This is an optimization exercise on Yosys and OpenROAD, whose aim is small area and a short achievable clock period, not a production implementation.
In this exercise RTL edits were held to simulation tests only and were not proved equivalent to the original.
Power figures rest on the tool's default switching activity, not on a simulated workload.

## v6
==> flow/design.v (excerpt) <==
module mul(
    input         mul_clk,
    input         resetn,
    input         mul_signed,
    input  [31:0] x,
    input  [31:0] y,
    input         de_to_ex_valid,
    input         ex_allowin,
    output [63:0] result
);
    wire en = de_to_ex_valid & ex_allowin;
    wire n0 = mul_signed & x[31];
    wire n2 = y[1] & ~y[0];
    wire n3 = (y[0] & x[0]) ^ y[1];
    wire n4 = ((y[0] & x[1]) | (n2 & x[0])) ^ y[1];
    wire n5 = ((y[0] & x[2]) | (n2 & x[1])) ^ y[1];
    wire n6 = ((y[0] & x[3]) | (n2 & x[2])) ^ y[1];
    wire n7 = ((y[0] & x[4]) | (n2 & x[3])) ^ y[1];
    wire n8 = ((y[0] & x[5]) | (n2 & x[4])) ^ y[1];
    wire n9 = ((y[0] & x[6]) | (n2 & x[5])) ^ y[1];
    wire n10 = ((y[0] & x[7]) | (n2 & x[6])) ^ y[1];
    wire n11 = ((y[0] & x[8]) | (n2 & x[7])) ^ y[1];
    wire n12 = ((y[0] & x[9]) | (n2 & x[8])) ^ y[1];
    wire n13 = ((y[0] & x[10]) | (n2 & x[9])) ^ y[1];
    wire n14 = ((y[0] & x[11]) | (n2 & x[10])) ^ y[1];
    wire n15 = ((y[0] & x[12]) | (n2 & x[11])) ^ y[1];
    wire n16 = ((y[0] & x[13]) | (n2 & x[12])) ^ y[1];
    wire n17 = ((y[0] & x[14]) | (n2 & x[13])) ^ y[1];
    wire n18 = ((y[0] & x[15]) | (n2 & x[14])) ^ y[1];
    wire n19 = ((y[0] & x[16]) | (n2 & x[15])) ^ y[1];
    wire n20 = ((y[0] & x[17]) | (n2 & x[16])) ^ y[1];
    wire n21 = ((y[0] & x[18]) | (n2 & x[17])) ^ y[1];
    wire n22 = ((y[0] & x[19]) | (n2 & x[18])) ^ y[1];
    wire n23 = ((y[0] & x[20]) | (n2 & x[19])) ^ y[1];
    wire n24 = ((y[0] & x[21]) | (n2 & x[20])) ^ y[1];
    wire n25 = ((y[0] & x[22]) | (n2 & x[21])) ^ y[1];
    wire n26 = ((y[0] & x[23]) | (n2 & x[22])) ^ y[1];
    wire n27 = ((y[0] & x[24]) | (n2 & x[23])) ^ y[1];
    wire n28 = ((y[0] & x[25]) | (n2 & x[24])) ^ y[1];
    wire n29 = ((y[0] & x[26]) | (n2 & x[25])) ^ y[1];
    wire n30 = ((y[0] & x[27]) | (n2 & x[26])) ^ y[1];
    wire n31 = ((y[0] & x[28]) | (n2 & x[27])) ^ y[1];
    wire n32 = ((y[0] & x[29]) | (n2 & x[28])) ^ y[1];
    wire n33 = ((y[0] & x[30]) | (n2 & x[29])) ^ y[1];
    wire n34 = ((y[0] & x[31]) | (n2 & x[30])) ^ y[1];
  ...
export LEC_CHECK = 0
export CAP_MARGIN = 20
export CORE_MARGIN = 2
export CORE_UTILIZATION = 40
export SLEW_MARGIN = 20
create_clock -name core_clock -period 12.0 [get_ports {mul_clk}]
standard.sh (not shown) runs the stock make flow with config.mk's settings and CLKGATE_MAP_FILE= SYNTH_SCRIPT=/design/flow/synth_recipe.tcl, a recipe that flattens the netlist after the stock synthesis.
==> flow/flow/run.sh <==
#!/bin/bash
# The standard ORFS layout, with extra make settings:
#  - SYNTH_ARGS=-noabc: no abc -fast before full-adder extraction, so the
#    carry-save tree maps onto full-adder cells without polarity inverters
#  - ABC_AREA=1: area-oriented technology mapping
#  - SETUP_SLACK_MARGIN: repair timing towards a shorter period than the clock
#  - port buffers of a fixed, stronger type; clock tree from clkbuf_8
set -euo pipefail
MARGIN=${MARGIN:-6.2}
bash standard.sh finish \
  SYNTH_ARGS=-noabc \
  ABC_AREA=1 \
  SETUP_SLACK_MARGIN=$MARGIN \
  CORE_UTILIZATION=55 \
  CTS_BUF_LIST=sky130_fd_sc_hd__clkbuf_8 \
  "BUFFER_PORTS_ARGS=-buffer_cell sky130_fd_sc_hd__buf_4" > make_finish.log 2>&1
Having completed the whole flow, v6 delivered a layout that passed the timing, DRC and antenna checks.
### v6 -> v7
# v6
export LEC_CHECK = 0
export CAP_MARGIN = 20
export CORE_MARGIN = 2
export CORE_UTILIZATION = 40
export SLEW_MARGIN = 20
create_clock -name core_clock -period 12.0 [get_ports {mul_clk}]
# v7
export LEC_CHECK = 0
export ABC_AREA = 1
export CAP_MARGIN = 20
export CORE_MARGIN = 2
export CORE_UTILIZATION = 55
export CTS_BUF_LIST = sky130_fd_sc_hd__clkbuf_8
export SETUP_SLACK_MARGIN = 5
export SLEW_MARGIN = 20
create_clock -name core_clock -period 12.0 [get_ports {mul_clk}]
==> flow/run.sh (new file) <==
#!/bin/bash
# synth_recipe.tcl (not shown) runs the flow's synth.tcl, then flattens the netlist and writes it again
# the make line also repeats each setting of config.mk as NAME=value (left out here)
make -C /OpenROAD-flow-scripts/flow DESIGN_CONFIG=/design/flow/config.mk WORK_HOME=/design/flow/orfs CLKGATE_MAP_FILE= SYNTH_SCRIPT=/design/flow/synth_recipe.tcl finish
removed: flow/flow/run.sh
removed: flow/standard.sh
Results
Clock power of v7 exceeds that of v6 by more than 10%. Post-cts repair resize count (higher): v6. Of the two values seen for master of the slowest instance on the critical path, sky130_fd_sc_hd__nand2_2 was produced by v7 and sky130_fd_sc_hd__fa_1 by v6. Compared with v6, v7 shows a lower utilization. On sequential share of layout area, v6 tracks v7 almost exactly. v7: number of buffers other than clock buffers in the final layout is 2 lower than what v6 reported. Of v6 and v7, the run reporting the higher number of logic stages on the critical path including buffering was v7. Delta (v7 minus v6): clock input transition at the sequential cells of the worst setup and hold paths essentially unchanged, cell area after layout increased 1.0%.

-- afterwards: timing with drivers on the ports --
The results above use ideal ports. As a check the final layouts listed here were re-extracted and re-timed, cells and wires unchanged. Step 1: set_driving_cell puts a clkbuf_16 on mul_clk and a buf_2 on each other input, an assumption about the parent block. Step 2, shift: input delay + t, output delay - t, t = (earliest + latest rising clock arrival at the registers) / 2. This alone moves slack from input paths to output paths. Three values: no drivers, after step 1, after step 2; two values: the first two.
run | t, ns | setup WS [ns] | hold WS [ns] | worst setup path after step 2
v6 | 0.625 | 6.215 / 6.132 / 5.508 | 2.229 / 2.195 / 2.820 | input to register
v7 | 0.637 | 4.988 / 5.020 / 4.384 | 2.566 / 2.526 / 3.163 | input to register
After both steps every run listed still meets setup and hold. The setup slack of v6, which loses most, moves by -0.083 ns with the drivers and by -0.707 ns with both steps.
